From an optimization exercise on the open Yosys and OpenROAD flow, aimed at small area, a short achievable clock period and few clock cycles per item; shortcuts taken in it are not production practice. In this exercise RTL edits were held to simulation tests only and were not proved equivalent to the original.

==> inputs of delta <==
Design Convolution_without_pipeline, start of the top module:
module Convolution_without_pipeline(
    clk, rst_n, in_valid,
    In_IFM_1, In_IFM_2, In_IFM_3, In_IFM_4, In_IFM_5, In_IFM_6, In_IFM_7, In_IFM_8, In_IFM_9,
    In_Weight_1, In_Weight_2, In_Weight_3, In_Weight_4, In_Weight_5, In_Weight_6, In_Weight_7, In_Weight_8, In_Weight_9,
    out_valid, Out_OFM
    );
Settings: LEC_CHECK=0, CAP_MARGIN=20, CORE_MARGIN=2, CORE_UTILIZATION=40, SETUP_SLACK_MARGIN=4.5, SLEW_MARGIN=20, SYNTH_HIERARCHICAL=1, SYNTH_MINIMUM_KEEP_SIZE=0; clock period 10.0 ns.
standard.sh (not shown) runs the stock make flow with config.mk's settings and CLKGATE_MAP_FILE= SYNTH_SCRIPT=/design/flow/synth_recipe.tcl, a recipe that flattens the netlist after the stock synthesis.
==> flow/flow/run.sh <==
#!/bin/bash
# Own flow: the standard ORFS flow, with the port buffers made from buf_2
# cells (instead of the slow clkdlybuf4s50_1 that buffer_ports picks by default).
set -euo pipefail
bash standard.sh synth > synth.log 2>&1
bash standard.sh "BUFFER_PORTS_ARGS=-buffer_cell sky130_fd_sc_hd__buf_2" finish > layout.log 2>&1
==> inputs of harbor, as changes to delta <==
==> flow/run.sh (new file) <==
#!/bin/bash
# synth_recipe.tcl (not shown) runs the flow's synth.tcl, then flattens the netlist and writes it again
# the make line also repeats each setting of config.mk as NAME=value (left out here)
make -C /OpenROAD-flow-scripts/flow DESIGN_CONFIG=/design/flow/config.mk WORK_HOME=/design/flow/orfs CLKGATE_MAP_FILE= SYNTH_SCRIPT=/design/flow/synth_recipe.tcl finish
CORE_UTILIZATION = 60   (was 40)
SETUP_SLACK_MARGIN = 5   (was 4.5)
removed: flow/flow/run.sh
removed: flow/standard.sh
==> notes <==
- harbor went through all stages and came out clean. delta passed the timing, DRC and antenna checks.
- Synthesized cell count is the same in delta and harbor.
- Against harbor, the first-iteration DRC count of delta is smaller by about 8%.
- Against delta, the count of clock-buffer cells in the layout of harbor is lower by 1.
- In delta the global-route usage is lower than in harbor, by 13 points.
- In sequential cell count, harbor and delta do not differ.
- Wire length: delta is lower than harbor (about 0.9%).
==> figures <==
quantity	harbor	delta
Status	finished clean	finished clean
Final worst-path setup slack	4428 ps	4509 ps
Min Hold Slack	1820 ps	1456 ps
Met1 usage	49.72%	36.47%
Most common cell after layout, fill and taps aside	fa_2	nand2_1
Slew of the pin with the lowest slew margin	843.9 ps	1028 ps
Area occupied by registers	1091 µm²	1090 µm²
Setup crit end	Out_OFM[11]	Out_OFM[17]
Pre-CTS setup slack	3712 ps	4114 ps
Highest layer used for signal routing	met5	met4
Detailed router's first-iteration violation count	1049	964
Average wire per standard cell	27.42 µm	24.92 µm
Gpl congestion	0.9834	0.9541
Met3 routing resource usage after global routing	6.052%	3.612%
Initial cell density of the core	61.39%	40.42%
Number of antenna violations at the first check in global routing	1	0
Share of layout cells above drive strength 1	55.85%	20.99%
Testbench counts of delta, summed over its fixed seeds: cycles 3,208, items 3,200.
Testbench counts of harbor, summed over its fixed seeds: cycles 3,208, items 3,200.

========
==> trial 25 <==
Starting RTL as in the previous note.
==> flow/design.v (excerpt) <==
module Convolution_without_pipeline(
    clk, rst_n, in_valid,
    In_IFM_1, In_IFM_2, In_IFM_3, In_IFM_4, In_IFM_5, In_IFM_6, In_IFM_7, In_IFM_8, In_IFM_9,
    In_Weight_1, In_Weight_2, In_Weight_3, In_Weight_4, In_Weight_5, In_Weight_6, In_Weight_7, In_Weight_8, In_Weight_9,
    out_valid, Out_OFM
    );
==> flow/config.mk <==
export PLATFORM = sky130hd
export DESIGN_NAME = Convolution_without_pipeline
export DESIGN_NICKNAME = Convolution_without_pipeline
export VERILOG_FILES = /design/flow/design.v
export SDC_FILE = /design/flow/constraint.sdc
export NUM_CORES = 4
export LEC_CHECK = 0
export CAP_MARGIN = 20
export CORE_MARGIN = 2
export CORE_UTILIZATION = 40
export SETUP_SLACK_MARGIN = 4.5
export SLEW_MARGIN = 20
export SYNTH_HIERARCHICAL = 1
export SYNTH_MINIMUM_KEEP_SIZE = 0
==> flow/constraint.sdc <==
create_clock -name core_clock -period 10.0 [get_ports {clk}]
set_input_delay 2.0000 -clock core_clock [delete_from_list [all_inputs] [get_ports {clk}]]
set_output_delay 2.0000 -clock core_clock [all_outputs]
set_load 0.01 [all_outputs]
==> flow/flow/run.sh <==
#!/bin/bash
# Own flow: the standard flow (standard.sh) with its synthesis unchanged.
# The layout steps only differ in two ways:
#  * the delay cells (clkdlybuf4s*, dlygate*, dlymetal*) are not used, so the
#    port buffers and the resizer use ordinary buffers instead;
#  * buffer_ports uses buf_2 for the port buffers.
set -euo pipefail
bash standard.sh synth > synth.log 2>&1
PLATFORM_DONT_USE="sky130_fd_sc_hd__probe_p_8 sky130_fd_sc_hd__probec_p_8 sky130_fd_sc_hd__lpflow_bleeder_1 sky130_fd_sc_hd__lpflow_clkbufkapwr_1 sky130_fd_sc_hd__lpflow_clkbufkapwr_16 sky130_fd_sc_hd__lpflow_clkbufkapwr_2 sky130_fd_sc_hd__lpflow_clkbufkapwr_4 sky130_fd_sc_hd__lpflow_clkbufkapwr_8 sky130_fd_sc_hd__lpflow_clkinvkapwr_1 sky130_fd_sc_hd__lpflow_clkinvkapwr_16 sky130_fd_sc_hd__lpflow_clkinvkapwr_2 sky130_fd_sc_hd__lpflow_clkinvkapwr_4 sky130_fd_sc_hd__lpflow_clkinvkapwr_8 sky130_fd_sc_hd__lpflow_decapkapwr_12 sky130_fd_sc_hd__lpflow_decapkapwr_3 sky130_fd_sc_hd__lpflow_decapkapwr_4 sky130_fd_sc_hd__lpflow_decapkapwr_6 sky130_fd_sc_hd__lpflow_decapkapwr_8 sky130_fd_sc_hd__lpflow_inputiso0n_1 sky130_fd_sc_hd__lpflow_inputiso0p_1 sky130_fd_sc_hd__lpflow_inputiso1n_1 sky130_fd_sc_hd__lpflow_inputiso1p_1 sky130_fd_sc_hd__lpflow_inputisolatch_1 sky130_fd_sc_hd__lpflow_isobufsrc_1 sky130_fd_sc_hd__lpflow_isobufsrc_16 sky130_fd_sc_hd__lpflow_isobufsrc_2 sky130_fd_sc_hd__lpflow_isobufsrc_4 sky130_fd_sc_hd__lpflow_isobufsrc_8 sky130_fd_sc_hd__lpflow_isobufsrckapwr_16 sky130_fd_sc_hd__lpflow_lsbuf_lh_hl_isowell_tap_1 sky130_fd_sc_hd__lpflow_lsbuf_lh_hl_isowell_tap_2 sky130_fd_sc_hd__lpflow_lsbuf_lh_hl_isowell_tap_4 sky130_fd_sc_hd__lpflow_lsbuf_lh_isowell_4 sky130_fd_sc_hd__lpflow_lsbuf_lh_isowell_tap_1 sky130_fd_sc_hd__lpflow_lsbuf_lh_isowell_tap_2 sky130_fd_sc_hd__lpflow_lsbuf_lh_isowell_tap_4"
DELAY_CELLS="sky130_fd_sc_hd__clkdlybuf4s15_1 sky130_fd_sc_hd__clkdlybuf4s15_2 sky130_fd_sc_hd__clkdlybuf4s18_1 sky130_fd_sc_hd__clkdlybuf4s18_2 sky130_fd_sc_hd__clkdlybuf4s25_1 sky130_fd_sc_hd__clkdlybuf4s25_2 sky130_fd_sc_hd__clkdlybuf4s50_1 sky130_fd_sc_hd__clkdlybuf4s50_2 sky130_fd_sc_hd__dlygate4sd1_1 sky130_fd_sc_hd__dlygate4sd2_1 sky130_fd_sc_hd__dlygate4sd3_1 sky130_fd_sc_hd__dlymetal6s2s_1 sky130_fd_sc_hd__dlymetal6s4s_1 sky130_fd_sc_hd__dlymetal6s6s_1"
bash standard.sh "DONT_USE_CELLS=$PLATFORM_DONT_USE $DELAY_CELLS" \
  "BUFFER_PORTS_ARGS=-buffer_cell sky130_fd_sc_hd__buf_2" finish > layout.log 2>&1
==> build 64: changes against trial 25 <==
==> flow/run.sh (new file) <==
#!/bin/bash
# synth_recipe.tcl (not shown) runs the flow's synth.tcl, then flattens the netlist and writes it again
# the make line also repeats each setting of config.mk as NAME=value (left out here)
make -C /OpenROAD-flow-scripts/flow DESIGN_CONFIG=/design/flow/config.mk WORK_HOME=/design/flow/orfs CLKGATE_MAP_FILE= SYNTH_SCRIPT=/design/flow/synth_recipe.tcl finish
- CORE_UTILIZATION: 40 -> 60
removed: flow/flow/run.sh
removed: flow/standard.sh
==> build 88: changes against trial 25 <==
==> flow/run.sh (new file) <==
#!/bin/bash
# synth_recipe.tcl (not shown) runs the flow's synth.tcl, then flattens the netlist and writes it again
# the make line also repeats each setting of config.mk as NAME=value (left out here)
make -C /OpenROAD-flow-scripts/flow DESIGN_CONFIG=/design/flow/config.mk WORK_HOME=/design/flow/orfs CLKGATE_MAP_FILE= SYNTH_SCRIPT=/design/flow/synth_recipe.tcl finish
- SETUP_SLACK_MARGIN: 4.5 -> 4.7
removed: flow/flow/run.sh
removed: flow/standard.sh
==> build 31: changes against trial 25 <==
- SETUP_SLACK_MARGIN: 4.5 -> 4.6
==> notes.md <==
- The number of global-route vias before repair is 12000.
- The first-pass GRT wire length is between 70 and 80 mm.
- The flow ran to the end and the layout has no timing, DRC or antenna violations.
- The required time at the worst-slack endpoint is roughly 10 ns.
- The relative slew slack is ~37%.
- Of all nets on the critical path, the largest fanout is 8.
[end of results for trial 25]
==> notes.md <==
- The minimum setup slack after placement is between 3 and 4 ns.
- The required time at the worst-slack endpoint is roughly 8.0 ns.
- The run finished with no timing, DRC or antenna violations.
- The total cell area at the placement stage is about 18000 um^2.
- The first global-routing pass estimated about 77 mm of wire.
- The relative slew slack is approximately 29%.
- The number of gates resized after cts is between 900 and 1000.
- The total count of hold-check failures in the final report is 0.
- The maximum fanout along the worst path is 4.
[end of results for build 88]
==> notes.md <==
- The relative slew slack is approximately 52%.
- During placement, the flow inserted port buffers numbering 167.
- The number of global-route vias before repair is between 10000 and 15000.
- The flow ran to the end and the layout has no timing, DRC or antenna violations.
- The maximum fanout along the worst path is 4.
- The first global-routing pass estimated 76.4 mm of wire.
- The required time at the worst-slack endpoint is around 8 ns.
[end of results for build 31]
==> notes.md <==
- The synthesized netlist devotes about 71% of its cell area to adder and majority cells.
- The required time at the worst-slack endpoint is roughly 8.0 ns.
- The number of global-route vias before repair was roughly 12000.
- The first global-routing pass estimated slightly above 70 mm of wire.
- The maximum fanout along the worst path is 4.
- Measured against its own limit, the worst slew margin works out to 47.4%.
- The run finished with no timing, DRC or antenna violations.
[end of results for build 64]
Testbench counts of trial 25, summed over its fixed seeds: cycles 3,208, items 3,200.
Testbench counts of build 64, summed over its fixed seeds: cycles 3,208, items 3,200.
Testbench counts of build 88, summed over its fixed seeds: cycles 3,208, items 3,200.
Testbench counts of build 31, summed over its fixed seeds: cycles 3,208, items 3,200.

## afterwards: timing with drivers on the ports
No port has a modelled driver above. Below, the same layouts with a new extraction and two added sets of constraints. Step 1 assumes that a clkbuf_16 drives the clock port and a buf_2 every other input. Step 2 adds t to the input delays and takes it off the output delays; t is the mean of the earliest and latest rising clock arrival at the registers after step 1. Input paths then give back, and output paths get back, about the clock's delay inside the block. Three values: ideal, step 1, step 2; two values: the first two.
run | shift t [ns] | slack for setup (ns) | latest minus earliest clock arrival (ns) | worst register clock-pin slew, ns | worst data-port slew with drivers (ns)
delta | 0.350 | 4.509 / 4.462 / 4.187 | 0.013 / 0.013 | 0.08 / 0.08 | 0.07
harbor | 0.361 | 4.428 / 4.373 / 4.362 | 0.012 / 0.013 | 0.08 / 0.08 | 0.07
trial 25 | 0.351 | 4.509 / 4.495 / 4.174 | 0.013 / 0.012 | 0.08 / 0.08 | 0.07
build 64 | 0.360 | 4.434 / 4.384 / 4.208 | 0.008 / 0.008 | 0.08 / 0.08 | 0.04
build 88 | 0.350 | 4.520 / 4.477 / 4.342 | 0.007 / 0.008 | 0.08 / 0.08 | 0.07
build 31 | 0.364 | 4.501 / 4.453 / 4.283 | 0.016 / 0.016 | 0.09 / 0.09 | 0.06
After both steps every run listed still meets setup and hold. For trial 25, which loses most, drivers alone change the setup slack by -0.014 ns; drivers and shift together by -0.335 ns.
